This design comes from an exercise in tuning for small area, a short achievable clock period and few clock cycles on the open sky130 flow, not from production work.
Function was checked by simulation only, so behaviour that the tests miss may differ from the original.

==> umber <==
## mmu_4x4
module mmu_4x4 (
    input logic rst_n,
    input logic clk,
    input  logic [127:0] new_weight_in,
    output logic new_weight_rdy,
    input  logic new_weight_push,
    input  logic [127:0] data_in,
    output logic data_in_rdy,
    input  logic data_in_push,
    output logic [511:0] acc_out,
    output logic acc_out_rdy,
    input  logic acc_out_pop,
    output logic weight_ld_rdy,
    input  logic weight_ld_start,
    output logic weight_ld_done,
    input  logic weight_swap,
    output logic mult_rdy,
    input  logic mult_start,
    output logic mult_done
);
export LEC_CHECK = 0
export CAP_MARGIN = 20
export CORE_MARGIN = 2
export CORE_UTILIZATION = 40
export PLACE_DENSITY = 0.6
export SLEW_MARGIN = 20
create_clock -name core_clock -period 10.0 [get_ports {clk}]
standard.sh (not shown) runs the stock make flow with config.mk's settings and CLKGATE_MAP_FILE= SYNTH_SCRIPT=/design/flow/synth_recipe.tcl, a recipe that flattens the netlist after the stock synthesis.
==> flow/flow/run.sh <==
#!/bin/bash
set -euo pipefail
export SETUP_SLACK_MARGIN=6.2
bash standard.sh > standard.log 2>&1
==> inputs of delta, as changes to umber <==
==> flow/flow/run.sh (replaced) <==
#!/bin/bash
set -euo pipefail
export SETUP_SLACK_MARGIN=6.0
bash standard.sh > standard.log 2>&1
Settings changed: CTS_CLUSTER_DIAMETER set to 60, CTS_CLUSTER_SIZE set to 30, TNS_END_PERCENT set to 5.
==> impl_metrics.tcl <==
set metrics [dict create \
    outcome "finished clean" \
    hold_depth 1 \
    cts_made_buffers 174 \
    syn_to_final_growth_pct 13.9 \
    crit_end "mmu_unit.array_unit.r0j1_q610" \
    max_freq_ghz 0.236 \
    drive_gt1_share_pct 18.6 \
    grt_util_all_layers_pct 28.2 \
    buffers 931 \
    use_met2_pct 39.0 \
    path_buf_inv 2 \
    seq_share_pct 42.6 \
    wl_met1_mm 197 \
    final-clk-cell-share_pct 4.37 \
    nets 11500 \
]
-- figures above: delta

==> impl_metrics.tcl <==
set metrics [dict create \
    crit_type "flop to flop" \
    drive_gt1_share_pct 25.2 \
    syn_to_final_growth_pct 18.3 \
    hold_depth 0 \
    cts_made_buffers 236 \
    placed_cells 13800 \
    yosysMostFrequentCell "edfxtp_1" \
    final-clk-cell-share_pct 5.33 \
    seq_share_pct 41.0 \
    synth-compound-area-share_pct 11.1 \
    wl_met1_mm 202 \
    r2r_cells 11 \
    nets 11800 \
    grt_util_all_layers_pct 28.7 \
    met2WireLength_mm 190 \
    buffers 1166 \
    path_buf_inv 4 \
    crit_end "mmu_unit.array_unit.r0j3_q1258" \
    use_met2_pct 39.1 \
    outcome "finished clean" \
]
-- figures above: umber

Testbench counts of umber, summed over its fixed seeds: cycles 445.
Testbench counts of delta, summed over its fixed seeds: cycles 445.


==> quartz <==
Starting RTL as in the previous note.
export LEC_CHECK = 0
export CAP_MARGIN = 20
export CORE_MARGIN = 2
export CORE_UTILIZATION = 40
export CTS_CLUSTER_DIAMETER = 60
export CTS_CLUSTER_SIZE = 30
export PLACE_DENSITY = 0.6
export SLEW_MARGIN = 20
create_clock -name core_clock -period 10.0 [get_ports {clk}]
==> flow/flow/run.sh <==
#!/bin/bash
set -euo pipefail
export SETUP_SLACK_MARGIN=6.0
bash standard.sh > standard.log 2>&1
==> juniper (differences from quartz) <==
Settings changed: CTS_CLUSTER_DIAMETER 60 to default, CTS_CLUSTER_SIZE 30 to default.
==> flow_summary.ini <==
[cells_and_area]
ff_latch_area_sq_um = 61600

[critical_path]
endpoint = mmu_unit.array_unit.r1j3_q2563
critical_path_peak_fanout = 7
rr_endpoint = mmu_unit.array_unit.r1j3_q2563

[status]
outcome = no timing/DRC/antenna violations

[timing]
relSlewSlack = 0.224

[global_route]
grt_use_met1 = 0.414
That was juniper.
==> flow_summary.ini <==
[status]
outcome = no timing/DRC/antenna violations

[critical_path]
rr_endpoint = mmu_unit.array_unit.r0j3_q1246
endpoint = mmu_unit.array_unit.r0j3_q1246
critical_path_peak_fanout = 6
reg2reg_setup_slack_ns = 5.90

[timing]
relSlewSlack = 0.229

[global_route]
grt_use_met1 = 0.413

[floorplanning]
core_sq_um = 315000
That was quartz.
Testbench counts of quartz, summed over its fixed seeds: cycles 445.
Testbench counts of juniper, summed over its fixed seeds: cycles 445.

-- static timing again, ports no longer ideal --
In the flow no input, the clock included, has a driving cell. The finished layouts below were timed again as built, in two steps. Step 1, drivers: a clkbuf_16 drives clk and a buf_2 each remaining input, both assumed. Step 2 adds t to the input delays and takes it off the output delays; t is the mean of the earliest and latest rising clock arrival at the registers after step 1. Input paths then give back, and output paths get back, about the clock's delay inside the block. Three values: ideal, step 1, step 2; two values: the first two.
run	t, ns	setup slack, ns	hold WS [ns]	worst setup path at the end	latest minus earliest clock arrival (ns)
umber	0.994	5.964 / 5.964 / 5.216	0.434 / 0.434 / 0.434	input to register	0.132 / 0.133
delta	0.962	5.767 / 5.767 / 5.013	0.422 / 0.422 / 0.422	input to register	0.126 / 0.125
quartz	0.966	5.904 / 5.904 / 5.187	0.437 / 0.437 / 0.437	input to register	0.123 / 0.122
juniper	1.004	5.926 / 5.926 / 5.165	0.427 / 0.427 / 0.427	input to register	0.137 / 0.137
After both steps setup and hold are still met in every run listed. For juniper, which loses most, drivers alone change the setup slack by 0.000 ns; drivers and shift together by -0.761 ns.
